This is an optimization exercise on Yosys and OpenROAD, whose aim is small area, a short achievable clock period and few clock cycles, not a production implementation.
At most, simulation tests tie the RTL to the original design; equivalence was not proved.
Function not checked in runs 1 to 3: the RTL went through the layout flow alone.

==> flow/design.v (outline; a module is shown in full before it is edited, if it fits) <==
// module RFC_CORDIC_exp: 289 lines
// module RFC_CORDIC_div: 133 lines
// module Dual_mode_neuron: 563 lines
// module mul27_cs4: 911 lines
module Dual_mode_neuron (
    input wire clk,
    input wire rstn,
    input wire mode,     
    input wire signed [26 : 0] i_in,    
    output wire signed [26 : 0] v,
    output reg signed [26:0] h_0,
    output reg done
);
  // ...
==> flow/run.sh <==
#!/bin/bash
# synth_recipe.tcl (not shown) runs the flow's synth.tcl, then flattens the netlist and writes it again
# the make line also repeats each setting of config.mk as NAME=value (left out here)
make -C /OpenROAD-flow-scripts/flow DESIGN_CONFIG=/design/flow/config.mk WORK_HOME=/design/flow/orfs CLKGATE_MAP_FILE= SYNTH_SCRIPT=/design/flow/synth_recipe.tcl finish
==> flow/config.mk <==
export PLATFORM = sky130hd
export DESIGN_NAME = Dual_mode_neuron
export DESIGN_NICKNAME = Dual_mode_neuron
export VERILOG_FILES = /design/flow/design.v
export SDC_FILE = /design/flow/constraint.sdc
export NUM_CORES = 8
export LEC_CHECK = 0
export CAP_MARGIN = 20
export CORE_MARGIN = 2
export CORE_UTILIZATION = 40
export PLACE_DENSITY = 0.75
export SETUP_SLACK_MARGIN = 3.5
export SLEW_MARGIN = 20
==> flow/constraint.sdc <==
create_clock -name core_clock -period 11.0 [get_ports {clk}]
set_input_delay 2.2000 -clock core_clock [delete_from_list [all_inputs] [get_ports {clk}]]
set_output_delay 2.2000 -clock core_clock [all_outputs]
set_load 0.01 [all_outputs]
==> summary.md, run 1 <==
| Metric | Value |
|---|---|
| Met1 Usage GRT | `47.8%` |
| Hold_ws | `0.424 ns` |
| Proportion of layout cells with a drive suffix above 1 | `13.9%` |
| Tmin final | `between 7 and 8 ns` |
| First-pass GRT wire length | `between 700000 and 800000 um` |
| Setup violators final | `0` |
| Status | `complete, no violations` |
| Routed len/inst | `34.3 um` |
| Largest family of logic cells by synthesized area | `compound AO/OA/AOI/OAI gates` |
| Die H | `515 um` |
| # Taps | `between 3k and 4k` |
| EDFF count, synth | `~670` |
| Setup crit end kind | `flop` |
| Most numerous cell in the Yosys netlist | `nand2_1` |
| CP arrival | `8.59 ns` |
| Syn Nets | `12.9k` |
| Most common cell after layout, fill and taps aside | `nand2_1` |
| Final Cell Area | `~0.12 sq mm` |
| Crit-path leading delay family | `compound AO/OA/AOI/OAI gates` |
| # clk buffers | `roughly 190` |
| XOR/XNOR Fraction of Synth Area | `6.86%` |
| Top-area cell type share of the netlist area | `19.2%` |
| FILL cells | `24.5k` |
| WP depth | `28` |
| Die area | `0.266 sq mm` |
| WL met3 | `81900 um` |
| Cell Area, Placed | `0.110 sq mm` |
| # placed instances | `15.0k` |
| CTS Buf Count | `151` |
| Hold_sp | `uexp.tg[1]` |
| DRT Pass-1 Iters | `14` |
==> run 2, diff against run 1 <==
--- a/flow/config.mk
+++ b/flow/config.mk
@@ -9,3 +9,3 @@
 export CORE_MARGIN = 2
-export CORE_UTILIZATION = 40
+export CORE_UTILIZATION = 50
 export PLACE_DENSITY = 0.75
==> run 2 against run 1 <==
  * Still clean
  * Critical path depth grew 4
  * Wire length fell by 1.8%
  * First-iteration DRC count shrank 2.5%
  * Core utilization is 11 points higher
  * Via count is 1.6% higher
  * Sequential share of layout area rose by 0.31 points
  * Register-to-register slack lost 0.08 ns
  * Die area decreased by 20%
  * Critical endpoint unchanged
==> summary.md, run 2 <==
| Metric | Value |
|---|---|
| Routed wire length | `about 530000 um` |
| Port buffer count | `84` |
| I/O pin total | `85` |
| Largest regs | `pr0: 45 flops, pr1: 44 flops, pr2: 42 flops` |
| Seq cells post-synth | `1210` |
| Die Wd | `461 um` |
| Tmin final | `8.05 ns (+0.0810 ns)` |
| Post-Syn Area | `approximately 0.10 sq mm` |
| CTS Buf Count | `149 (-1.3%)` |
| Via density | `7.20` |
| DRT Pass-1 Iters | `14 (unchanged)` |
| Gate Count Post-Synth | `around 12k` |
| Rows | `about 170` |
| Reg clk slew, reported paths | `0.06 ns` |
| Fmax | `0.124 GHz` |
| Startpoint Class | `flop` |
| Final-stage net count | `13.0k` |
| Layout area overhead | `13.9%` |
| Fin crit share | `73.2%` |
| Clock Path Buffers | `3` |
| Biggest register | `pr0` |
| Worst Setup Path Type | `flop to flop` |
| DPL Wire Length | `380000 um` |
| WP data required | `11.58 ns` |
| Clk sink count | `~1.2k` |
| Remaining DRCs | `0` |
| Vias in the first global route | `100k` |
| CTS tree | `done` |
| R2R depth | `32` |
| H-tree Lvls | `4` |
| Setup crit end kind | `flop` |
| Worst path slowest cell | `fa_2` |
| Most common flop cell mapped by yosys | `edfxtp_1` |
| Core region area | `0.207 sq mm` |
| Antenna-violating nets left | `0` |
| Hold Path Class | `flop to flop` |
| Total Routing Usage GR | `47.6%` |
| Largest stage delay on the critical path | `0.54 ns` |
| Gr ovfl total | `0` |
| CTS Root Cell | `clkbuf_16` |
| Routed len/inst | `35.3 um (+2.9%)` |
| Max FFs per register | `between 40 and 50` |
| CP arrival | `8.63 ns (+0.04 ns)` |
| Die H | `461 um (-10%)` |
| Worst Hold Endpoint | `uexp.itg[0]` |
| Top post-synthesis cells by count | `nand2_1 (1089), nor2_1 (947), o21ai_0 (865)` |
| Status | `complete, no violations` |
| Actual slew at the worst max-slew pin | `about 1.4 ns` |
| Unrepaired setup endpoints after global routing | `yes` |
| CP max FO | `5` |
| Via count | `107k` |
| Proportion of layout cells with a drive suffix above 1 | `13.6% (-0.26 points)` |
| Clock Latency Late Sink | `0.85 ns` |
| Most common cell after layout, fill and taps aside | `nand2_1` |
| FF-to-FF End | `ACC[26]` |
| Initial antenna violation count | `72` |
| Top-area cell type share of the netlist area | `19.2% (unchanged)` |
| Most numerous cell in the Yosys netlist | `nand2_1` |
| Asr flop ratio synth | `14.1%` |
| Post-synth top area cell | `edfxtp_1` |
| Hold_sp | `uexp.tg[0]` |
| Synth Warn # | `3` |
| Initial Util | `around half` |
| Synth unique cells | `around 120` |
| Max Cap Viol | `0` |
| Mapped Avg Cell Area | `8.80 sq um` |
| 1st-iter DRT viols | `19.8k` |
| Syn Nets | `12.9k (unchanged)` |
| Hold Fails Final Rpt | `0` |
| EDFF count, synth | `668 (unchanged)` |
| Setup violators final | `0 (unchanged)` |
| Slew Limit Headroom | `6.62%` |
| First-pass GRT wire length | `733000 um (-0.26%)` |
| Final RePlAce weighted congestion | `1.16` |
| Top cells by area, synth | `edfxtp_1 (19%), fa_1 (9.6%), dfxtp_1 (7.1%)` |
| Hold_ws | `0.421 ns (-0.00319 ns)` |
| Commonest cells after routing, fill and taps aside | `nand2_1 (1078), nor2_1 (901), o21ai_0 (804)` |
| Largest net degree at the start of global routing | `73` |
| Worst reg2reg setup slack | `2.95 ns` |
| Launch point of the worst reg-to-reg path | `pr0[4]` |
| Die area | `0.213 sq mm (-20%)` |
| Clock Skew | `roughly 0.048 ns` |
| Pins Over Slew Limit | `0` |
| Hold depth | `0` |
| Sum Neg Setup Slack | `0 ns` |
| Seq/Total Area, Yosys | `between 30% and 40%` |
## run 2: cell counts after synthesis
No cell type changed its count.
## run 2: critical path: cells and delay by family, from the launching register on
kind	cells	cell delay, ns
AOI/OAI and AO/OA	18	4.09
xor gates and xnor gates	3	0.58
adders and majority gates	4	1.64
buffers and inverters	3	0.32
DFF	1	0.32
muxes	2	0.58
and+or+nand+nor	2	0.24
## run 2: how the worst max path moves through the flow
stage	from	end	depth (start not counted)
floorplan	mode	pr0[27]	24
global placement	pr0[4]	ACC[26]	34
detailed placement	pr0[4]	ACC[26]	34
CTS	pr2[12]	ACC[26]	32
global route	pr0[4]	ACC[26]	34
finish	pr0[4]	ACC[26]	32
## run 2: metrics by stage
step | std cells | utilization (%) | cell area [sq um] | worst slack [ns]
3_3_place_gp | 14268 | 52.6 | 109000 | 1.23
3_5_place_dp | 14268 | 52.6 | 109000 | 1.33
2_1_floorplan | 11891 | - | 105000 | 3.48
4_1_cts | 14692 | 56.1 | 116000 | 3.07
5_1_grt | 14841 | 57.4 | 119000 | 2.82
6_report | 14906 | 57.4 | 119000 | 2.95
## run 2: area by class of cell
cell class	count	area, sq um
antenna	73	183
fill	18202	88300
clock buffer	193	4150
clock inverter	81	877
tap	2788	3490
timing repair buffer	759	6390
inverter	686	2690
sequential	1210	31800
timing repair inverter	2	10.0
multi-input combinational	9114	69600
## run 2: layer usage
layer	up-vias	GRT usage, %	wire (um)
li1	43365	-	-
met1	51374	57.4	182000
met5	-	0.459	403
met2	9686	67.7	212000
met4	34	36.8	53100
met3	2858	18.9	79000
## run 2: timing repair
item,in CTS,in global routing
buffers inserted,148,128
cloned,2,10
setup endpoints to repair,328,220
resized for setup,237,319
hold buffers,0,0
pin swaps,50,139
## run 2: kinds of logic after synthesis
| group | after synthesis | synth area share [%] |
|---|---|---|
| flip-flops | 1210 | 30.4 |
| XOR/XNOR | 817 | 6.86 |
| buffers and inverters | 1570 | 5.75 |
| AO/OA/AOI/OAI | 3467 | 22.1 |
| adder cells (fa/ha/maj) | 1050 | 16.1 |
| AND/OR/NAND/NOR | 3381 | 14.9 |
| multiplexers | 396 | 3.95 |
==> run 3, diff against run 2 <==
--- a/flow/config.mk
+++ b/flow/config.mk
@@ -7,7 +7,8 @@
 export LEC_CHECK = 0
-export CAP_MARGIN = 20
+export CAP_MARGIN = 30
 export CORE_MARGIN = 2
-export CORE_UTILIZATION = 50
+export CORE_UTILIZATION = 40
+export CTS_BUF_LIST = sky130_fd_sc_hd__clkbuf_8
 export PLACE_DENSITY = 0.75
 export SETUP_SLACK_MARGIN = 3.5
-export SLEW_MARGIN = 20
+export SLEW_MARGIN = 30
==> run 3 against run 2 <==
  * Highest routed layer unchanged
  * Wire length rose by 2.1%
  * Hold slack improved by 0.0014 ns
  * Clock skew rose by 0.12 ns
  * Core utilization fell by 11 points
  * Non-clock buffer count grew 20
==> summary.md, run 3 <==
| Metric | Value |
|---|---|
| Routed len/inst | `34.1 um (-3.5%)` |
| Clk sink count | `1210 (unchanged)` |
| Final core utilization | `46.3% (-11 points)` |
| Worst Setup Path Type | `flop to flop` |
| Via count | `106k (-0.87%)` |
| Remaining DRCs | `0 (unchanged)` |
| CP max FO | `9 (+4)` |
| Startpoint Class | `flop` |
| CP arrival | `8.98 ns (+0.35 ns)` |
| Status | `complete, no violations` |
| CTS Root Cell | `clkbuf_8` |
| DPL Wire Length | `389000 um (+2.4%)` |
| CTS tree | `done` |
| Top post-synthesis cells by count | `nand2_1 (1089), nor2_1 (947), o21ai_0 (865)` |
| Fmax | `0.123 GHz (-0.77%)` |
| Seq/Total Area, Yosys | `30.4% (unchanged)` |
| Vias in the first global route | `97.1k (-3.3%)` |
| Total Routing Usage GR | `38.8% (-8.8 points)` |
| First-pass GRT wire length | `742000 um (+1.3%)` |
| Biggest register | `pr0` |
| Sum Neg Setup Slack | `0 ns (unchanged)` |
| Layout area overhead | `15.1%` |
| Final RePlAce weighted congestion | `1.14 (-1.2%)` |
| WP data required | `11.87 ns (+0.29 ns)` |
| Seq cells post-synth | `1210 (unchanged)` |
| Rows | `187 (+12%)` |
| Actual slew at the worst max-slew pin | `1.33 ns (-0.0700 ns)` |
| H-tree Lvls | `4 (unchanged)` |
| DRT Pass-1 Iters | `15 (+1)` |
| Slew Limit Headroom | `11.6% (+5.0 points)` |
| Fin crit share | `73.7% (+0.57 points)` |
| Final-stage net count | `13.1k (+0.73%)` |
| FILL cells | `24.6k (+35%)` |
| CTS Buf Count | `227 (+52%)` |
| Most numerous cell in the Yosys netlist | `nand2_1` |
| Via density | `6.74 (-6.3%)` |
| Reg clk slew, reported paths | `0.07 ns (about the same)` |
| Post-Syn Area | `0.105 sq mm (unchanged)` |
| Antenna-violating nets left | `0 (unchanged)` |
| Pins Over Slew Limit | `0 (unchanged)` |
| Die area | `0.266 sq mm (+25%)` |
| EDFF count, synth | `668 (unchanged)` |
| Max FFs per register | `45 (unchanged)` |
| Port buffer count | `84 (unchanged)` |
| Clock Path Buffers | `4 (+1)` |
| Die H | `515 um (+12%)` |
| Post-synth top area cell | `edfxtp_1` |
| Tmin final | `8.11 ns (+0.0623 ns)` |
| Largest net degree at the start of global routing | `77 (+5.5%)` |
| Asr flop ratio synth | `14.1% (unchanged)` |
| Max Cap Viol | `0 (unchanged)` |
| Proportion of layout cells with a drive suffix above 1 | `14.7% (+1.1 points)` |
| Unrepaired setup endpoints after global routing | `yes` |
| Hold Path Class | `flop to flop` |
| Die Wd | `515 um (+12%)` |
| Setup crit end kind | `flop` |
| Commonest cells after routing, fill and taps aside | `nand2_1 (1079), nor2_1 (905), o21ai_0 (804)` |
| Routed wire length | `537000 um (+2.1%)` |
| Syn Nets | `12.9k (unchanged)` |
| Hold Fails Final Rpt | `0 (unchanged)` |
| Synth unique cells | `122 (unchanged)` |
| Gate Count Post-Synth | `11.9k (unchanged)` |
| Clock Latency Late Sink | `1.18 ns (+0.33 ns)` |
| Setup violators final | `0 (unchanged)` |
| Largest regs | `pr0: 45 flops, pr1: 44 flops, pr2: 42 flops` |
| Top-area cell type share of the netlist area | `19.2% (unchanged)` |
| Initial Util | `40.2% (-10 points)` |
| Synth Warn # | `3 (unchanged)` |
| I/O pin total | `85 (unchanged)` |
| 1st-iter DRT viols | `20.8k (+5.0%)` |
| Top cells by area, synth | `edfxtp_1 (19%), fa_1 (9.6%), dfxtp_1 (7.1%)` |
| Core region area | `0.260 sq mm (+25%)` |
| Clock Skew | `0.166 ns (+0.119 ns)` |
| Mapped Avg Cell Area | `8.80 sq um (unchanged)` |
| Most common cell after layout, fill and taps aside | `nand2_1` |
| Initial antenna violation count | `59 (-18%)` |
| Most common flop cell mapped by yosys | `edfxtp_1` |
| Gr ovfl total | `0 (unchanged)` |
==> run 3: what timing repair did <==
item,CTS,global route
gates cloned,6,4
hold buffers,0,0
setup buffers,164,117
pin swaps,96,161
setup endpoints to repair,306,213
gates resized for setup,272,338
==> run 3: metal layers <==
metal  vias up  GRT usage (%)  wire length (um)
met5         -          0.201               276
met4        23           27.0             48600
met3      2470           17.3             83700
met2      9294           53.4            210000
met1     50997           48.1            194000
li1      43596              -                 -
==> run 3: per-stage QoR <==
step | std cells | area (sq um) | hold slack, ns | setup WS (ns)
after floorplan | 11891 | 105000 | 0.400 | 3.48
after detailed placement | 14990 | 110000 | 0.409 | 1.43
after global placement | 14965 | 110000 | 0.408 | 1.14
after CTS | 15586 | 118000 | 0.424 | 3.03
after global routing | 15715 | 120000 | 0.437 | 2.91
final | 15774 | 120000 | 0.422 | 2.89
==> run 3: cells by family after synthesis <==
| logic type | Yosys count | share of synthesized area [%] |
|---|---|---|
| multiplexers | 396 | 3.95 |
| AO/OA/AOI/OAI | 3467 | 22.1 |
| XOR/XNOR | 817 | 6.86 |
| AND/OR/NAND/NOR | 3381 | 14.9 |
| flip-flops | 1210 | 30.4 |
| adder cells (fa/ha/maj) | 1050 | 16.1 |
| buffers and inverters | 1570 | 5.75 |
==> run 3: layout make-up <==
cell class                      instances  area, sq um  area share (%)
Inverter                              686         2710            2.25
Antenna cell                           64          160           0.133
Timing Repair Buffer                  779         6570            5.46
Clock inverter                        166         1390            1.15
Timing Repair inverter                  1         5.00         0.00416
Tap cell                             3496         4370            3.63
Multi-Input combinational cell       9112        69800            58.0
Clock buffer                          260         3580            2.97
Sequential cell                      1210        31800            26.4
==> run 3: final timing paths <==
check / start / endpoint / slack [ns] / depth (start not counted)
min in group asynchronous: rstn / n_0[13] / 1.16 / 1
max in group asynchronous: rstn / pcZ[1] / 8.24 / 2
setup / recovery: pr0[18] / ACC[26] / 2.89 / 26
hold / removal: uexp.tg[1] / uexp.itg[1] / 0.42 / 0
setup reg to reg: pr0[18] / ACC[26] / 2.89 / 26
hold reg to reg: uexp.tg[1] / uexp.itg[1] / 0.42 / 0
==> run 3: critical path, stage by stage (launching register included) <==
cell      delay (ns)
dfxtp_1         0.32
fa_1            0.47
fa_1            0.56
ha_2            0.35
a21oi_1         0.20
o22ai_1         0.12
o2111a_1        0.29
or2_4           0.29
o21ai_4         0.26
nor3b_4         0.28
nor2_2          0.09
mux2_2          0.30
a222oi_1        0.85
o21ai_1         0.24
xnor2_1         0.30
ha_1            0.34
a211oi_2        0.27
a21oi_2         0.10
a21o_1          0.19
a221o_1         0.36
o22a_1          0.24
a41o_1          0.23
o41ai_4         0.26
o22ai_1         0.12
a31oi_1         0.22
xnor3_1         0.28
mux2_2          0.27
==> module Dual_mode_neuron, before the edit <==
module Dual_mode_neuron (
    input wire clk,
    input wire rstn,
    input wire mode,     
    input wire signed [26 : 0] i_in,    
    output wire signed [26 : 0] v,
    output reg signed [26:0] h_0,
    output reg done
);
function [26:0] ext;     
    input [22:0] c;
    ext = {{2{c[22]}}, c[21:0], {3{c[22]}}};
endfunction
reg  signed [26:0] Vm, m_0, n_0;      
reg  signed [26:0] ACC;              
reg         [20:0] TAH;              
reg                aflag;            
reg                pflag;            
reg                vflag;            
reg                bflag;            
reg  signed [26:0] ma, mb;
reg         [2:0]  mtag;             
reg         [44:0] pr0, pr1, pr2, pr3;
reg                psg;
reg                t1, t2, t4, t5;   
reg  signed [26:0] MO_X, MO_M, MO_N, MO_H;
reg                mvM, mvN, mvH;
wire [44:0] pr0_n, pr1_n, pr2_n, pr3_n;
mul27_cs4 mul (.a(ma), .b(mb), .r0(pr0_n), .e1r(pr1_n), .e2r(pr2_n), .e3r(pr3_n));
wire [44:0] psum = pr0 + pr1 + pr2 + pr3;
wire signed [26:0] mres = {psg, psum[44:19]};
always @(posedge clk) begin
    pr0 <= pr0_n;
    pr1 <= pr1_n;
    pr2 <= pr2_n;
    pr3 <= pr3_n;
    psg <= (ma != 27'sd0) & (mb != 27'sd0) & (ma[26] ^ mb[26]);
    if (t1) MO_X <= mres;
    if (t2) MO_M <= mres;
    if (t4) MO_N <= mres;
    if (t5) MO_H <= mres;
    if (gN && pcN == YK2) MO_N <= {PN[26], asum[25:0]};
    if (gH && pcH == HV1) MO_H <= {PH[26], bsum[25:0]};
end
wire signed [26:0] PX = t1 ? mres : MO_X;
wire signed [26:0] PM = t2 ? mres : MO_M;
wire signed [26:0] PN = t4 ? mres : MO_N;
wire signed [26:0] PH = t5 ? mres : MO_H;
always @(posedge clk or negedge rstn) begin
    if (!rstn) begin
        t1 <= 1'b0; t2 <= 1'b0; t4 <= 1'b0; t5 <= 1'b0;
    end
    else begin
        t1 <= (mtag == 3'd1); t2 <= (mtag == 3'd2); t4 <= (mtag == 3'd4); t5 <= (mtag == 3'd5);
    end
end
reg  signed [26:0] aa, ab;
reg                asub;
wire signed [26:0] asum = aa + (asub ? ~ab : ab) + {26'd0, asub};
wire signed [26:0] zsum = (pcZ == Z0) ? $signed(27'd524288) + e1r : $signed(27'd524288) - mres;
reg  signed [26:0] ba, bb;
reg                bsub;
wire signed [26:0] bsum = ba + (bsub ? ~bb : bb) + {26'd0, bsub};
reg  signed [26:0] aaX, abX;         
reg                asX;
wire signed [26:0] xsum = aaX + (asX ? ~abX : abX) + {26'd0, asX};
reg  signed [26:0] AO_X, AO_M, AO_N, AO_H;
reg  [20:0] SX1, SX2, SX3, SX4;
reg  [3:0]  sxv;                 
reg  [1:0]  xp;                  
reg  [20:0] SD1x, SD1y, SD2x, SD2y, SD3y;
reg         sd1xv, sd1yv, sd2xv, sd2yv, sd3yv;
reg         zfree;               
reg  [1:0]  dp;                  
reg  [22:0] R1, R2, R3, R4, RD1, RD2, RD3;
reg  [3:0]  rxv;                 
reg  [2:0]  rdv;                 
reg         e4s;                 
wire        x_ready, x_cond, x_la, x_idone, x_ishort;
wire [1:0]  x_itag;
wire [22:0] x_ires;
wire        d_ready, d_fdone;
wire [1:0]  d_ftag;
wire [22:0] d_fres;
reg         ad_start;            
reg  [20:0] ad_x;
reg         ad_leak;
reg         ad_abort;
wire [1:0]  xtag = (xp == 2'd0) ? 2'd0 : (xp == 2'd1) ? 2'd3 : (xp == 2'd2) ? 2'd2 : 2'd1;
wire [20:0] xslot = (xtag == 2'd0) ? SX1 : (xtag == 2'd1) ? SX2 : (xtag == 2'd2) ? SX3 : SX4;
wire        hx_start = mode & sxv[xtag] & ~rxv[xtag] & x_ready;
wire [1:0]  dtag = dp;
wire        dslot_ok = (dtag == 2'd0) ? (sd1xv & sd1yv) : (dtag == 2'd1) ? (sd2xv & sd2yv) : sd3yv;
wire [20:0] dx = (dtag == 2'd0) ? SD1x : (dtag == 2'd1) ? SD2x : 21'd16384;
wire [20:0] dy = (dtag == 2'd0) ? SD1y : (dtag == 2'd1) ? SD2y : SD3y;
wire        hd_start = mode & dslot_ok & ~rdv[dtag] & d_ready;
wire        xgo;                 
RFC_CORDIC_exp uexp (
    .clk(clk), .rst_n(rstn),
    .start(hx_start | (ad_start & xgo)), .op_leak(mode ? 1'b0 : ad_leak),
    .op_tag(mode ? xtag : 2'd0),
    .x_init(mode ? xslot : ad_x), .abort(ad_abort & xgo),
    .ready(x_ready), .cond(x_cond), .la(x_la),
    .idone(x_idone), .itag(x_itag), .ires(x_ires), .ishort(x_ishort)
);
RFC_CORDIC_div udiv (
    .clk(clk), .rst_n(rstn),
    .start(hd_start), .op_tag(dtag),
    .x_init(dx), .y_init(dy),
    .ready(d_ready), .fdone(d_fdone), .ftag(d_ftag), .fres(d_fres)
);
always @(posedge clk or negedge rstn) begin
    if (!rstn) begin
        xp <= 2'd0;
        dp <= 2'd0;
    end
    else begin
        if (hx_start) xp <= xp + 2'd1;
        if (hd_start) dp <= (dp == 2'd2) ? 2'd0 : dp + 2'd1;
    end
end
always @(posedge clk) begin
    if (x_idone) begin
        case (x_itag)
            2'd0: R1 <= x_ires;
            2'd1: R2 <= x_ires;
            2'd2: R3 <= e4s ? R4 : x_ires;       
            default: begin R4 <= x_ires; e4s <= x_ishort; end
        endcase
    end
    if (d_fdone) begin
        case (d_ftag)
            2'd0: RD1 <= d_fres;
            2'd1: RD2 <= d_fres;
            default: RD3 <= d_fres;
        endcase
    end
end
wire        r1_now = x_idone & (x_itag == 2'd0);
wire        r1_ok  = rxv[0] | r1_now;
wire [22:0] r1_val = r1_now ? x_ires : R1;
wire signed [26:0] e1r  = ext(r1_val);
wire signed [26:0] e2r  = ext(R2);
wire signed [26:0] e3r  = ext(R3);
wire signed [26:0] e4r  = ext(R4);
wire signed [26:0] d1r = ext(RD1);
wire signed [26:0] d2r = ext(RD2);
wire signed [26:0] d3r = ext(RD3);
wire [23:0] t2b = {e2r[26], e2r[22:0]};
wire [20:0] t3b = {e3r[26], e3r[19:0]};
wire [23:0] t2c = {e4r[26], e4r[22:0]};
wire signed [26:0] beta_n = { {6{t3b[20]}} , t3b} >>> 3;
wire signed [26:0] beta_m = { {3{t2c[23]}} , t2c} <<< 2;
wire signed [26:0] ah_ext = { {6{TAH[20]}} , TAH};
wire [20:0] sl_n   = ~{PX[26], PX[22:3]};                        
wire [20:0] ou_x1  = sl_n + 21'd1 - 21'd196608;                     
wire [20:0] ou_x23 = sl_n + 21'd1;                                  
wire signed [26:0] mneg = -PX;
wire [20:0] ou_x4  = {mneg[26], mneg[22:3]};                        
localparam [4:0]
    XT0 = 5'd0,  XT1 = 5'd1,  XT2 = 5'd2,  XT3 = 5'd3,                 
    XT4 = 5'd4,  XT5 = 5'd5,  XT6 = 5'd6,  XT7 = 5'd7,                 
    XP0 = 5'd18,                                                       
    H0 = 5'd20, H1 = 5'd21, H2 = 5'd22, H3 = 5'd23, H4 = 5'd24, H5 = 5'd25, H6 = 5'd26, H7 = 5'd27,
    AX = 5'd28, S1 = 5'd30, S2 = 5'd31;
localparam [3:0]
    YM0 = 4'd2,  YM1 = 4'd3,  YM2 = 4'd4,  YM3 = 4'd5,  YM4 = 4'd6,  YM5 = 4'd7,  YM6 = 4'd8,
    YP0 = 4'd9;                                                        
localparam [3:0]
    YN0 = 4'd0,  YN1 = 4'd1,  YN2 = 4'd2,  YN3 = 4'd3,  YN4 = 4'd4,
    YK0 = 4'd5,  YK1 = 4'd6,  YK2 = 4'd7,  YK3 = 4'd8,  YK4 = 4'd9;
localparam [2:0]
    Z0  = 3'd0, Z1  = 3'd1, Z2  = 3'd2,                                
    ZA0 = 3'd3, ZA1 = 3'd4;                                            
localparam [3:0]
    HH0 = 4'd0, HH1 = 4'd1, HH2 = 4'd2, HH3 = 4'd3, HH4 = 4'd4, HH5 = 4'd5,   
    HV1 = 4'd6, HV3 = 4'd7, HV5 = 4'd8,                                 
    HQ0 = 4'd9,                                                        
    HV2 = 4'd10;
reg [4:0] pcX;
reg [3:0] pcM;
reg [3:0] pcN;
reg [2:0] pcZ;
reg [3:0] pcH;
reg       vr;            
reg       xtb;           
reg       xfirst;        
reg       nfirst;        
reg       tah_v;         
reg       mvX;
reg               okX, umX, uaX;  reg signed [26:0] maX, mbX;
reg               okM, umM, uaM;  reg signed [26:0] maM, mbM, aaM, abM; reg asM;
reg               okN, umN, uaN;  reg signed [26:0] maN, mbN, aaN, abN; reg asN;
reg               okZ, umZ;  reg signed [26:0] maZ, mbZ;
reg               okH, umH, uaH;  reg signed [26:0] maH, mbH, aaH, abH; reg asH;
reg       sp_c1, sp_c2, sp_e0;
wire signed [26:0] tb_p   = (pcX == AX) ? 27'sd0 : e1r;
wire signed [26:0] tb_q   = (pcX == AX) ? Vm : AO_X;
wire signed [26:0] tb_n   = tb_p + tb_q + $signed(27'd26214400);
wire signed [26:0] a0_vr  = $signed(-27'b0_0111010_0000000000000000000) + $signed(27'd26214400);
wire        [20:0] x_vr   = {a0_vr[26], a0_vr[23:4]} - $signed(21'd452706);
wire               vneg   = AO_X[26];
wire        [20:0] x_newc = {tb_n[26], tb_n[23:4]} - $signed(21'd452706);
wire               espc   = tb_n >= $signed('d10485760);
wire               vnegc  = xsum[26];
wire        [3:0]  ei_newc = x_newc[20] ? ~x_newc[19:16] : x_newc[19:16];
always @(*) begin
    okX = 1'b1; umX = 1'b0; uaX = 1'b0;
    maX = 27'sd0; mbX = 27'sd0; aaX = 27'sd0; abX = 27'sd0; asX = 1'b0;
    ad_start = 1'b0; ad_x = x_newc; ad_leak = 1'b0; ad_abort = 1'b0;
    case (pcX)
    XP0: begin uaX = mode; aaX = Vm; end
    XT0: begin okX = ~(|sxv) & ~sd1xv & ~sd2xv & (vr | xfirst);
               umX = 1'b1; maX = $signed(27'd52429); mbX = Vm;
               uaX = 1'b1; aaX = Vm; abX = $signed(27'd31457280); end
    XT1: begin okX = mvX | t1; umX = 1'b1; maX = AO_X; mbX = $signed(27'd29127); end
    XT2: begin okX = mvX | t1; umX = 1'b1; maX = AO_X; mbX = $signed(27'd6554); end
    XT3: begin okX = mvX | t1; umX = 1'b1; maX = AO_X; mbX = $signed(27'd26215);
               uaX = 1'b1; aaX = Vm; abX = $signed(27'd26214400); end
    XT4: begin okX = mvX | t1; umX = 1'b1; maX = AO_X; mbX = $signed(27'd5243);
               uaX = 1'b1; aaX = Vm; abX = $signed(27'd18350080); end
    XT5: begin okX = mvX | t1; umX = 1'b1; maX = AO_X; mbX = $signed(27'd52429);
               uaX = 1'b1; aaX = $signed(-27'd25910313); abX = Vm; asX = 1'b1; end
    XT6: begin okX = mvX | t1; umX = 1'b1; maX = $signed(27'd157286); mbX = AO_X >>> 7; end
    XT7: begin okX = mvX & ~bflag; uaX = 1'b1; aaX = Vm; abX = { {6{MO_X[26]}}, MO_X[26], MO_X[19:0]}; end
    H0: begin umX = 1'b1; maX = $signed(27'd524113); mbX = m_0; end
    H1: begin umX = 1'b1; maX = $signed(27'd349); mbX = Vm; end
    H2: begin umX = 1'b1; maX = $signed(27'd524025); mbX = Vm; uaX = 1'b1; aaX = MO_X; abX = $signed(27'd24466); end
    H3: begin umX = 1'b1; maX = $signed(-27'd53); mbX = m_0; uaX = 1'b1; aaX = MO_X; abX = AO_X; end
    H4: begin uaX = 1'b1; aaX = MO_X; abX = i_in; end
    H5: begin uaX = 1'b1; aaX = MO_X >>> 1; abX = AO_X; end
    H6: begin okX = r1_ok; uaX = 1'b1; aaX = e1r; abX = AO_X;
              ad_start = 1'b1; ad_x = vnegc ? x_newc : x_vr; end
    H7: begin umX = 1'b1; maX = $signed(27'd524113); mbX = m_0; end     
    AX: begin ad_start = 1'b1; ad_x = x_newc; end
    S1: ;
    S2: begin ad_abort = ~(sp_c1 & sp_e0);
              ad_start = ~(sp_c1 & sp_e0); ad_x = x_vr;
              ad_leak = sp_c1 | sp_c2; end
    default: ;
    endcase
end
always @(*) begin
    okM = 1'b1; umM = 1'b0; uaM = 1'b0;
    maM = 27'sd0; mbM = 27'sd0; aaM = 27'sd0; abM = 27'sd0; asM = 1'b0;
    case (pcM)
    YP0: begin umM = 1'b1; maM = m_0; mbM = m_0; end
    YM0: begin okM = rdv[1] & rxv[3]; uaM = 1'b1; aaM = d2r; abM = beta_m; end
    YM1: begin okM = ~pflag; umM = 1'b1; maM = AO_M; mbM = m_0; end
    YM2: begin okM = mvM | t2; uaM = 1'b1; aaM = d2r; abM = PM; asM = 1'b1; end
    YM3: begin uaM = 1'b1; aaM = AO_M >>> 7; abM = m_0; end
    YM4: begin umM = 1'b1; maM = AO_M; mbM = AO_M; end
    YM5: begin okM = mvM; umM = 1'b1; maM = MO_M; mbM = m_0; end
    YM6: begin okM = mvM | t2; end
    default: ;
    endcase
end
always @(*) begin
    okN = 1'b1; umN = 1'b0; uaN = 1'b0;
    maN = 27'sd0; mbN = 27'sd0; aaN = 27'sd0; abN = 27'sd0; asN = 1'b0;
    case (pcN)
    YN0: begin okN = rdv[0] & rxv[2]; uaN = 1'b1; aaN = d1r; abN = beta_n; end
    YN1: begin umN = 1'b1; maN = AO_N; mbN = n_0; end
    YN2: begin okN = mvN | t4; uaN = 1'b1; aaN = d1r; abN = PN; asN = 1'b1; end
    YN3: begin uaN = 1'b1; aaN = AO_N >>> 7; abN = n_0; end
    YN4: begin umN = 1'b1; maN = nfirst ? n_0 : AO_N; mbN = nfirst ? n_0 : AO_N; end
    YK0: begin okN = vflag | nfirst; uaN = 1'b1; aaN = $signed(-27'd37822136); abN = Vm; asN = 1'b1; end
    YK1: begin okN = mvN; umN = 1'b1; maN = MO_N; mbN = MO_N; end
    YK2: begin okN = mvN | t4; uaN = 1'b1; aaN = PN <<< 5; abN = PN <<< 2; end      
    YK3: begin okN = mvN; umN = 1'b1; maN = MO_N; mbN = AO_N >>> 7; end
    YK4: begin okN = (mvN | t4) & bflag & ~aflag;
               uaN = 1'b1; aaN = ACC; abN = { {4{PN[26]}}, PN[26], PN[21:0]}; end
    default: ;
    endcase
end
always @(*) begin
    okZ = 1'b1; umZ = 1'b0;
    maZ = 27'sd0; mbZ = 27'sd0;
    case (pcZ)
    Z0: begin okZ = r1_ok & zfree; umZ = 1'b1; maZ = e1r; mbZ = $signed(27'd70955); end
    Z1: begin umZ = 1'b1; maZ = ext(R1); mbZ = $signed(27'd317997); end
    Z2: ;
    ZA0: begin okZ = rxv[1] & ~tah_v; umZ = 1'b1; maZ = { {3{t2b[23]}} , t2b}; mbZ = $signed(27'd36700); end
    ZA1: ;
    default: ;
    endcase
end
always @(*) begin
    okH = 1'b1; umH = 1'b0; uaH = 1'b0;
    maH = 27'sd0; mbH = 27'sd0; aaH = 27'sd0; abH = 27'sd0; asH = 1'b0;
    case (pcH)
    HQ0: begin okH = pflag; umH = 1'b1; maH = MO_M; mbH = h_0; end
    HH0: begin okH = rdv[2] & tah_v; uaH = 1'b1; aaH = ah_ext; abH = d3r; end
    HH1: begin umH = 1'b1; maH = AO_H; mbH = h_0; end
    HH2: ;
    HH3: begin okH = mvH | t5; uaH = 1'b1; aaH = ah_ext; abH = PH; asH = 1'b1; end
    HH4: begin uaH = 1'b1; aaH = AO_H >>> 7; abH = h_0; end
    HH5: begin okH = pflag; umH = 1'b1; maH = MO_M; mbH = AO_H; end
    HV1: begin okH = mvH | t5; uaH = 1'b1; aaH = PH <<< 7; abH = PH <<< 3; asH = 1'b1; end    
    HV2: begin uaH = 1'b1; aaH = $signed(27'd28898755); abH = Vm; asH = 1'b1; end
    HV3: begin okH = mvH & aflag; umH = 1'b1; maH = MO_H; mbH = AO_H >>> 7;
               uaH = 1'b1; aaH = ACC; abH = i_in; end
    HV5: begin okH = (mvH | t5) & ~vr & ~xtb & ~vflag; uaH = 1'b1; aaH = AO_H; abH = PH; end
    default: ;
    endcase
end
wire hh = mode;
wire rZ = hh & okZ, rH = hh & okH, rX = okX, rM = hh & okM, rN = hh & okN;
wire sMZ = rZ & umZ;
wire sMH = rH & umH & ~sMZ;
wire sMX = rX & umX & ~sMZ & ~(rH & umH);
wire sMM = rM & umM & ~sMZ & ~(rH & umH) & ~(rX & umX);
wire sMN = rN & umN & ~sMZ & ~(rH & umH) & ~(rX & umX) & ~(rM & umM);
wire sAM = rM & uaM;
wire sAN = rN & uaN & ~(rM & uaM);
wire sAH = rH & uaH;
wire sAX = rX & uaX;
wire gZ = rZ & (~umZ | sMZ);
wire gH = rH & (~umH | sMH) & (~uaH | sAH);
wire gX = rX & (~umX | sMX) & (~uaX | sAX);
wire gM = rM & (~umM | sMM) & (~uaM | sAM);
wire gN = rN & (~umN | sMN) & (~uaN | sAN);
assign xgo = gX;
always @(*) begin
    ma = sMZ ? maZ : sMH ? maH : sMX ? maX : sMM ? maM : maN;
    mb = sMZ ? mbZ : sMH ? mbH : sMX ? mbX : sMM ? mbM : mbN;
    mtag = (sMZ & gZ) ? 3'd3 : (sMH & gH) ? 3'd5 : (sMX & gX) ? 3'd1 : (sMM & gM) ? 3'd2 : (sMN & gN) ? 3'd4 : 3'd0;
    aa = sAM ? aaM : aaN;
    ab = sAM ? abM : abN;
    asub = sAM ? asM : asN;
    ba = aaH;
    bb = abH;
    bsub = asH;
end
always @(posedge clk or negedge rstn) begin
    if (!rstn) begin
        mvX <= 1'b0; mvM <= 1'b0; mvN <= 1'b0; mvH <= 1'b0;
    end
    else begin
        if (gH & umH) mvH <= 1'b0; else if (t5 | (gH && pcH == HV1)) mvH <= 1'b1;
        if (gX & umX) mvX <= 1'b0; else if (t1) mvX <= 1'b1;
        if (gM & umM) mvM <= 1'b0; else if (t2) mvM <= 1'b1;
        if (gN & umN) mvN <= 1'b0; else if (t4 | (gN && pcN == YK2)) mvN <= 1'b1;
    end
end
always @(posedge clk) begin
    if (gX & uaX) AO_X <= xsum;
    if (gM & uaM) AO_M <= asum;
    if (gN & uaN & (pcN != YK2)) AO_N <= asum;
    if (gH & uaH) AO_H <= bsum;
end
function [4:0] succX;
    input [4:0] p;
    begin
        case (p)
            5'd0: succX = 5'd1;
            5'd1: succX = 5'd2;
            5'd2: succX = 5'd3;
            5'd3: succX = 5'd4;
            5'd4: succX = 5'd5;
            5'd5: succX = 5'd6;
            5'd6: succX = 5'd7;
            5'd7: succX = 5'd8;
            5'd8: succX = 5'd9;
            5'd9: succX = 5'd10;
            5'd10: succX = 5'd11;
            5'd11: succX = 5'd12;
            5'd12: succX = 5'd13;
            5'd13: succX = 5'd14;
            5'd14: succX = 5'd15;
            5'd15: succX = 5'd16;
            5'd16: succX = 5'd17;
            5'd17: succX = 5'd18;
            5'd18: succX = 5'd19;
            5'd19: succX = 5'd20;
            5'd20: succX = 5'd21;
            5'd21: succX = 5'd22;
            5'd22: succX = 5'd23;
            5'd23: succX = 5'd24;
            5'd24: succX = 5'd25;
            5'd25: succX = 5'd26;
            5'd26: succX = 5'd27;
            5'd27: succX = 5'd28;
            5'd28: succX = 5'd29;
            5'd29: succX = 5'd30;
            5'd30: succX = 5'd31;
            default: succX = 5'd0;
        endcase
    end
endfunction
function [3:0] succ4;
    input [3:0] p;
    begin
        case (p)
            4'd0: succ4 = 4'd1;
            4'd1: succ4 = 4'd2;
            4'd2: succ4 = 4'd3;
            4'd3: succ4 = 4'd4;
            4'd4: succ4 = 4'd5;
            4'd5: succ4 = 4'd6;
            4'd6: succ4 = 4'd7;
            4'd7: succ4 = 4'd8;
            4'd8: succ4 = 4'd9;
            4'd9: succ4 = 4'd10;
            4'd10: succ4 = 4'd11;
            4'd11: succ4 = 4'd12;
            4'd12: succ4 = 4'd13;
            4'd13: succ4 = 4'd14;
            4'd14: succ4 = 4'd15;
            default: succ4 = 4'd0;
        endcase
    end
endfunction
always @(posedge clk or negedge rstn) begin
    if (!rstn) begin
        pcX <= XP0;
        pcM <= YP0;
        pcN <= YN4;
        pcZ <= Z0;
        pcH <= HQ0;
        xfirst <= 1'b1;
        nfirst <= 1'b1;
    end
    else begin
        if (gX) begin
            case (pcX)
                XP0:  pcX <= mode ? XT0 : AX;
                XT7:  begin pcX <= XT0; xfirst <= 1'b0; end
                H6:   pcX <= (vnegc & espc) ? S1 : H7;
                H7:   pcX <= H1;
                AX:   pcX <= espc ? S1 : H0;
                S2:   pcX <= H0;
                default: pcX <= succX(pcX);
            endcase
        end
        if (gM) begin
            case (pcM)
                YP0:  pcM <= YM5;
                YM6:  pcM <= YM0;
                default: pcM <= succ4(pcM);
            endcase
        end
        if (gN) begin
            case (pcN)
                YK4:  begin pcN <= YN0; nfirst <= 1'b0; end
                default: pcN <= succ4(pcN);
            endcase
        end
        if (gZ) pcZ <= (pcZ == Z0) ? Z1 : (pcZ == Z1) ? Z2 : (pcZ == Z2) ? ZA0 : (pcZ == ZA0) ? ZA1 : Z0;
        if (gH) begin
            case (pcH)
                HQ0:  pcH <= HV1;
                HH1:  pcH <= HH3;
                HH5:  pcH <= HV1;
                HV1:  pcH <= HV2;
                HV2:  pcH <= HV3;
                HV3:  pcH <= HV5;
                HV5:  pcH <= HH0;
                default: pcH <= succ4(pcH);
            endcase
        end
    end
end
always @(posedge clk) begin
    if (gX) case (pcX)
        XT1: SX1 <= ou_x1;
        XT2: SX4 <= ou_x4;
        XT3: SX3 <= ou_x23;
        XT4: SX2 <= ou_x23;
        XT5: SD1x <= { {6{PX[26]}}, PX[19:5]};
        XT6: SD2x <= { {3{PX[26]}}, PX[22:5]};
        XT7: ACC <= xsum;
        default: ;
    endcase
    if (gZ && pcZ == ZA1) TAH <= {mres[26], mres[19:0]};
    if (gN && pcN == YK4) ACC <= asum;
    if (gZ) case (pcZ)
        Z0:  SD3y <= {zsum[26], zsum[24:5]};
        Z1:  SD1y <= {zsum[26], zsum[24:5]};     
        Z2:  SD2y <= {zsum[26], zsum[24:5]};     
        default: ;
    endcase
end
wire [3:0] sx_set = (gX && pcX == XT1) ? 4'b0001 : (gX && pcX == XT2) ? 4'b1000 :
                    (gX && pcX == XT3) ? 4'b0100 : (gX && pcX == XT4) ? 4'b0010 : 4'b0000;
wire [3:0] rx_clr = {(gM && pcM == YM0), (gN && pcN == YN0), (gZ && pcZ == ZA0), (gZ && pcZ == Z1) | (gX && pcX == H6)};
wire [2:0] rd_clr = {(gH && pcH == HH0), (gM && pcM == YM2), (gN && pcN == YN2)};
always @(posedge clk or negedge rstn) begin
    if (!rstn) begin
        sxv <= 4'd0;
        sd1xv <= 1'b0; sd1yv <= 1'b0; sd2xv <= 1'b0; sd2yv <= 1'b0; sd3yv <= 1'b0;
        zfree <= 1'b1;
        rxv <= 4'd0; rdv <= 3'd0;
        aflag <= 1'b0; pflag <= 1'b0; vflag <= 1'b0; bflag <= 1'b0; tah_v <= 1'b0;
        vr <= 1'b0; xtb <= 1'b0;
    end
    else begin
        sxv <= (sxv & ~(hx_start ? (4'd1 << xtag) : 4'd0)) | sx_set;
        if (hd_start && dtag == 2'd0) begin sd1xv <= 1'b0; sd1yv <= 1'b0; end
        else begin
            if (gX && pcX == XT5) sd1xv <= 1'b1;
            if (gZ && pcZ == Z1)  sd1yv <= 1'b1;
        end
        if (hd_start && dtag == 2'd1) begin sd2xv <= 1'b0; sd2yv <= 1'b0; end
        else begin
            if (gX && pcX == XT6) sd2xv <= 1'b1;
            if (gZ && pcZ == Z2)  sd2yv <= 1'b1;
        end
        if (hd_start && dtag == 2'd2) sd3yv <= 1'b0;
        else if (gZ && pcZ == Z0)     sd3yv <= 1'b1;
        if (gZ && pcZ == Z0)               zfree <= 1'b0;
        else if (hd_start && dtag == 2'd2) zfree <= 1'b1;
        rxv <= (rxv | (x_idone ? (4'd1 << x_itag) : 4'd0)) & ~rx_clr;
        rdv <= (rdv | (d_fdone ? (3'd1 << d_ftag) : 3'd0)) & ~rd_clr;
        if (gN && pcN == YK4) aflag <= 1'b1;
        else if (gH && pcH == HV3) aflag <= 1'b0;
        if (gM && pcM == YM6) pflag <= 1'b1;
        else if (gH && (pcH == HH5 || pcH == HQ0)) pflag <= 1'b0;
        if (gH && pcH == HV5) vflag <= 1'b1;
        else if (gN && pcN == YK0 && !nfirst) vflag <= 1'b0;
        if (gX && pcX == XT7) bflag <= 1'b1;
        else if (gN && pcN == YK4) bflag <= 1'b0;
        if (gZ && pcZ == ZA1) tah_v <= 1'b1;
        else if (gH && pcH == HH3) tah_v <= 1'b0;
        if (gH && pcH == HV5) vr <= 1'b1;
        else if (gX && pcX == XT0) vr <= 1'b0;
        if (gX && pcX == XT0 && mode) xtb <= 1'b1;
        else if (gX && pcX == XT7) xtb <= 1'b0;
    end
end
reg x6;                  
always @(posedge clk) begin
    x6 <= gX & (pcX == H6);
    if (pcX == H6 || pcX == AX) sp_e0 <= (ei_newc == 4'd0);
    if (pcX == S1) begin sp_c1 <= x_cond; sp_c2 <= x_la; end    
end
always @(posedge clk or negedge rstn) begin
    if (!rstn) begin
        Vm    <= 0;
        m_0  <= 27'b0_0000000_0000110110001010111;
        n_0  <= 27'b0_0000000_0101000101010100110;
        h_0  <= 27'b0_0000000_1001100010011010000;
        done <= 1'b0;
    end
    else begin
        done <= 1'b0;
        if (gX) case (pcX)
            XP0: if (!mode) m_0 <= 0;
            H4:  m_0 <= AO_X;
            H6:  done <= 1'b1;                   
            H7:  Vm <= vneg ? AO_X : $signed(-27'b0_0111010_0000000000000000000);
            S1:  begin done <= 1'b1; if (x6) Vm <= AO_X; end    
            S2:  Vm <= $signed(-27'b0_0111010_0000000000000000000);
            default: ;
        endcase
        if (gH && pcH == HH5) begin h_0 <= AO_H; done <= 1'b1; end
        if (gH && pcH == HV5) Vm <= bsum;
        if (gM && pcM == YM4) m_0 <= AO_M;
        if (gN && pcN == YN4 && !nfirst) n_0 <= AO_N;
    end
end
assign v = Vm;
endmodule
==> run 4, diff against run 3 <==
--- a/flow/design.v
+++ b/flow/design.v
@@ -463,3 +463,3 @@
     if (t5) MO_H <= mres;
-    if (gN && pcN == YK2) MO_N <= {PN[26], asum[25:0]};
+    if (gN && pcN == YK2) MO_N <= {PN[26], nsum[25:0]};
     if (gH && pcH == HV1) MO_H <= {PH[26], bsum[25:0]};
@@ -481,2 +481,5 @@
 wire signed [26:0] asum = aa + (asub ? ~ab : ab) + {26'd0, asub};
+reg  signed [26:0] aaN, abN;         
+reg                asN;
+wire signed [26:0] nsum = aaN + (asN ? ~abN : abN) + {26'd0, asN};
 wire signed [26:0] zsum = (pcZ == Z0) ? $signed(27'd524288) + e1r : $signed(27'd524288) - mres;
@@ -614,3 +617,3 @@
 reg               okM, umM, uaM;  reg signed [26:0] maM, mbM, aaM, abM; reg asM;
-reg               okN, umN, uaN;  reg signed [26:0] maN, mbN, aaN, abN; reg asN;
+reg               okN, umN, uaN;  reg signed [26:0] maN, mbN;
 reg               okZ, umZ;  reg signed [26:0] maZ, mbZ;
@@ -736,3 +739,3 @@
 wire sAM = rM & uaM;
-wire sAN = rN & uaN & ~(rM & uaM);
+wire sAN = rN & uaN;
 wire sAH = rH & uaH;
@@ -749,5 +752,5 @@
     mtag = (sMZ & gZ) ? 3'd3 : (sMH & gH) ? 3'd5 : (sMX & gX) ? 3'd1 : (sMM & gM) ? 3'd2 : (sMN & gN) ? 3'd4 : 3'd0;
-    aa = sAM ? aaM : aaN;
-    ab = sAM ? abM : abN;
-    asub = sAM ? asM : asN;
+    aa = aaM;
+    ab = abM;
+    asub = asM;
     ba = aaH;
@@ -770,3 +773,3 @@
     if (gM & uaM) AO_M <= asum;
-    if (gN & uaN & (pcN != YK2)) AO_N <= asum;
+    if (gN & uaN & (pcN != YK2)) AO_N <= nsum;
     if (gH & uaH) AO_H <= bsum;
@@ -897,3 +900,3 @@
     if (gZ && pcZ == ZA1) TAH <= {mres[26], mres[19:0]};
-    if (gN && pcN == YK4) ACC <= asum;
+    if (gN && pcN == YK4) ACC <= nsum;
     if (gZ) case (pcZ)
--- a/flow/config.mk
+++ b/flow/config.mk
@@ -7,2 +7,3 @@
 export LEC_CHECK = 0
+export ABC_AREA = 1
 export CAP_MARGIN = 30
@@ -10,3 +11,2 @@
 export CORE_UTILIZATION = 40
-export CTS_BUF_LIST = sky130_fd_sc_hd__clkbuf_8
 export PLACE_DENSITY = 0.75
==> run 4 against run 3 <==
  * Sequential share of layout area down 0.85 points
  * Clock skew down 0.10 ns
  * Via count rose by 13%
  * Critical path type unchanged
  * Critical endpoint is now pr0[27]
==> summary.md, run 4 <==
| Metric | Value |
|---|---|
| Status | `complete, no violations` |
| Largest net degree at the start of global routing | `80 (+3.9%)` |
| I/O pin total | `85 (unchanged)` |
| Core region area | `0.279 sq mm (+7.2%)` |
| Hold Path Class | `flop to flop` |
| Clock Path Buffers | `4 (unchanged)` |
| Hold_ws | `0.422 ns (-0.000537 ns)` |
| CTS Buf Count | `156 (-31%)` |
| Routed len/inst | `32.1 um (-5.6%)` |
| WP data required | `11.77 ns (-0.10 ns)` |
| Routed wire length | `620000 um (+15%)` |
| Clock Skew | `0.0656 ns (-0.101 ns)` |
| CTS Root Cell | `clkbuf_16` |
| Final RePlAce weighted congestion | `1.12 (-1.5%)` |
| Pre-CTS setup slack | `1.76 ns (+0.323 ns)` |
| Fin crit share | `68.1% (-5.6 points)` |
| DRT Pass-1 Iters | `9 (-6)` |
| Initial antenna violation count | `92 (+56%)` |
| FILL cells | `28.5k (+16%)` |
| # placed instances | `18.8k (+25%)` |
| Clk sink count | `1210 (unchanged)` |
| Asr flop ratio synth | `14.1% (unchanged)` |
| Remaining DRCs | `0 (unchanged)` |
| Gate Count Post-Synth | `15.3k (+29%)` |
| Via count | `120k (+13%)` |
| Non-Filler Instances | `19.3k (+22%)` |
| Slew Limit Headroom | `15.9% (+4.3 points)` |
| Die Wd | `533 um (+3.3%)` |
| Unrepaired setup endpoints after global routing | `no` |
| First-pass GRT wire length | `848000 um (+14%)` |
| Via density | `6.21 (-7.9%)` |
| Final core utilization | `44.6% (-1.7 points)` |
| Top cells by area, synth | `edfxtp_1 (18%), nand2_1 (13%), fa_1 (9.0%)` |
| Top post-synthesis cells by count | `nand2_1 (3760), inv_1 (1770), nor2_1 (1180)` |
| Sum Neg Setup Slack | `0 ns (unchanged)` |
| Mapped Avg Cell Area | `7.29 sq um (-17%)` |
| Footprint of the multi-input gates | `0.0708 sq mm (+1.4%)` |
| Final WS setup | `3.51 ns (+0.618 ns)` |
| CTS tree | `done` |
| Most common flop cell mapped by yosys | `edfxtp_1` |
| Antenna-violating nets left | `0 (unchanged)` |
| Max Cap Viol | `0 (unchanged)` |
| Syn Nets | `16.4k (+27%)` |
| Port buffer count | `84 (unchanged)` |
| Startpoint Class | `flop` |
| Actual slew at the worst max-slew pin | `1.25 ns (-0.0741 ns)` |
| Synth unique cells | `92 (-25%)` |
| Seq cells post-synth | `1210 (unchanged)` |
| Total Routing Usage GR | `42.0% (+3.2 points)` |
| Most numerous cell in the Yosys netlist | `nand2_1` |
| Setup crit end kind | `flop` |
| EDFF count, synth | `668 (unchanged)` |
| Die H | `533 um (+3.3%)` |
| Post-synth top area cell | `edfxtp_1` |
| Final Cell Area | `0.124 sq mm (+3.3%)` |
| Pins Over Slew Limit | `0 (unchanged)` |
| Cell Area, Placed | `0.117 sq mm (+6.4%)` |
| Fmax | `0.133 GHz (+8.2%)` |
| Worst Setup Path Type | `flop to flop` |
| Post-Syn Area | `0.112 sq mm (+6.8%)` |
| Vias in the first global route | `108k (+12%)` |
| Most common cell after layout, fill and taps aside | `nand2_1` |
| Layout area overhead | `11.3%` |
| Reg area | `0.0318 sq mm (about the same)` |
| Largest regs | `pr0: 45 flops, pr1: 44 flops, pr2: 42 flops` |
| Tmin final | `7.49 ns (-0.618 ns)` |
| Proportion of layout cells with a drive suffix above 1 | `8.41% (-6.3 points)` |
| H-tree Lvls | `4 (unchanged)` |
| Reg clk slew, reported paths | `0.06 ns (about the same)` |
| Biggest register | `pr0` |
| Final-stage net count | `16.4k (+26%)` |
| Hold Fails Final Rpt | `0 (unchanged)` |
| Gr ovfl total | `0 (unchanged)` |
| Die area | `0.284 sq mm (+6.8%)` |
| Seq/Total Area, Yosys | `28.5% (-1.9 points)` |
| Initial Util | `40.1% (-0.14 points)` |
| CP max FO | `30 (+21)` |
| CP arrival | `8.26 ns (-0.72 ns)` |
| 1st-iter DRT viols | `18.9k (-9.5%)` |
| Rows | `194 (+3.7%)` |
| Top-area cell type share of the netlist area | `18.0% (-1.2 points)` |
| Commonest cells after routing, fill and taps aside | `nand2_1 (3740), inv_1 (1743), nor2_1 (1136)` |
| Clock Latency Late Sink | `0.92 ns (-0.26 ns)` |
| Synth Warn # | `3 (unchanged)` |
| Setup violators final | `0 (unchanged)` |
| DPL Wire Length | `478000 um (+23%)` |
| Max FFs per register | `45 (unchanged)` |
## run 4: cell count changes in the layout (fill, tap and decap cells not counted), moves of 167 or more
cell	delta
o22ai_1	+188
clkbuf_8	-245
a222oi_1	-229
nand3_1	+653
o21ai_0	+298
nor2_1	+231
mux2i_1	-229
xnor2_1	-499
xor2_1	+307
inv_1	+1048
nand2_1	+2661
buf_4	-167
## run 4: worst paths after layout
| kind | start | endpoint | slack [ns] | depth (start not counted) |
|---|---|---|---|---|
| worst max register to register | pcX[0] | pr0[27] | 3.51 | 27 |
| worst min register to register | uexp.tg[0] | uexp.itg[0] | 0.42 | 0 |
| worst min-delay path | uexp.tg[0] | uexp.itg[0] | 0.42 | 0 |
| min in group asynchronous | rstn | h_0[5] | 1.29 | 1 |
| max in group asynchronous | rstn | Vm[8] | 7.79 | 3 |
| worst max-delay path | pcX[0] | pr0[27] | 3.51 | 27 |
## run 4: cell families (layout without fill, tap and decap cells)
group,after synthesis,in the layout,synth area share (%)
multiplexers,5,5,0.0448
XOR/XNOR,615,615,4.82
AND/OR/NAND/NOR,6665,6667,25.2
flip-flops,1210,1210,28.5
buffers and inverters,2581,2722,9.13
AO/OA/AOI/OAI,3221,3221,17.5
other,0,84,0
adder cells (fa/ha/maj),1033,1033,14.9
## run 4: timing repair
item	4_1_cts	5_1_grt
pin swaps	4	9
gates resized for setup	71	159
gates cloned	4	5
setup endpoints to repair	182	145
hold buffers	0	0
buffers inserted	29	88
## run 4: metal layers
metal	global-route usage [%]	share of wire, %	up-vias
met5	0.118	0.051	-
met4	30.6	8.6	36
met3	13.9	13	2106
met2	60.2	41	9101
met1	52.6	37	56918
li1	-	-	51585
## run 4: critical path: stages, from the launching register on
cell and delay (ns):
dfrtp_1 0.42, inv_1 0.17, ha_1 0.21, nand2_1 0.10
nor2_2 0.59, nor2_2 0.21, nand2_4 0.28, nor2_2 0.11
nand3_1 0.16, nand3_4 0.25, nand2_8 0.29, clkinvlp_4 0.11
buf_4 0.17, a21oi_1 0.67, nand2_1 0.15, nand3_1 0.31
nand3_1 0.23, nand2_2 0.15, buf_4 0.34, o22ai_2 0.15
nand2_1 0.09, nand2_1 0.09, fa_1 0.50, inv_1 0.06
fa_1 0.54, inv_1 0.08, fa_1 0.53, fa_1 0.41
## run 4: final cells by class
| type | count | area share [%] |
|---|---|---|
| Antenna cell | 84 | 0.169 |
| Clock buffer | 211 | 3.46 |
| Clock inverter | 72 | 0.664 |
| Inverter | 1885 | 5.82 |
| Multi-Input combinational cell | 11541 | 56.9 |
| Sequential cell | 1210 | 25.6 |
| Tap cell | 3724 | 3.75 |
| Timing Repair Buffer | 548 | 3.62 |
| Timing Repair inverter | 6 | 0.0262 |
Testbench counts of run 4, summed over its fixed seeds: cycles 489,012.

==> separate check: timing with driven ports <==
The results above use ideal ports. As a check the final layouts listed here were re-extracted and re-timed, cells and wires unchanged. Step 1 sets driving cells, clkbuf_16 on the clock port and buf_2 on the other inputs (assumed; they add their load-dependent delay and slew). Step 2 moves the port delays by t, midway between the first and last clock arrival at a register: inputs arrive t later, outputs are due t later. That takes back most of the time a late clock gives input paths. a / b / c = no drivers / after step 1 / after step 2; a / b = the first two.
| run | t, ns | setup slack, ns | latest minus earliest clock arrival (ns) |
|---|---|---|---|
| run 1 | 0.959 | 3.033 / 3.033 / 2.540 | 0.081 / 0.081 |
| run 2 | 0.931 | 2.952 / 2.952 / 2.670 | 0.049 / 0.049 |
| run 3 | 1.197 | 2.890 / 2.890 / 2.355 | 0.176 / 0.176 |
| run 4 | 0.996 | 3.508 / 3.508 / 2.649 | 0.067 / 0.066 |
After both steps every run listed still meets setup and hold. For run 4, which loses most, drivers alone change the setup slack by 0.000 ns; drivers and shift together by -0.859 ns.
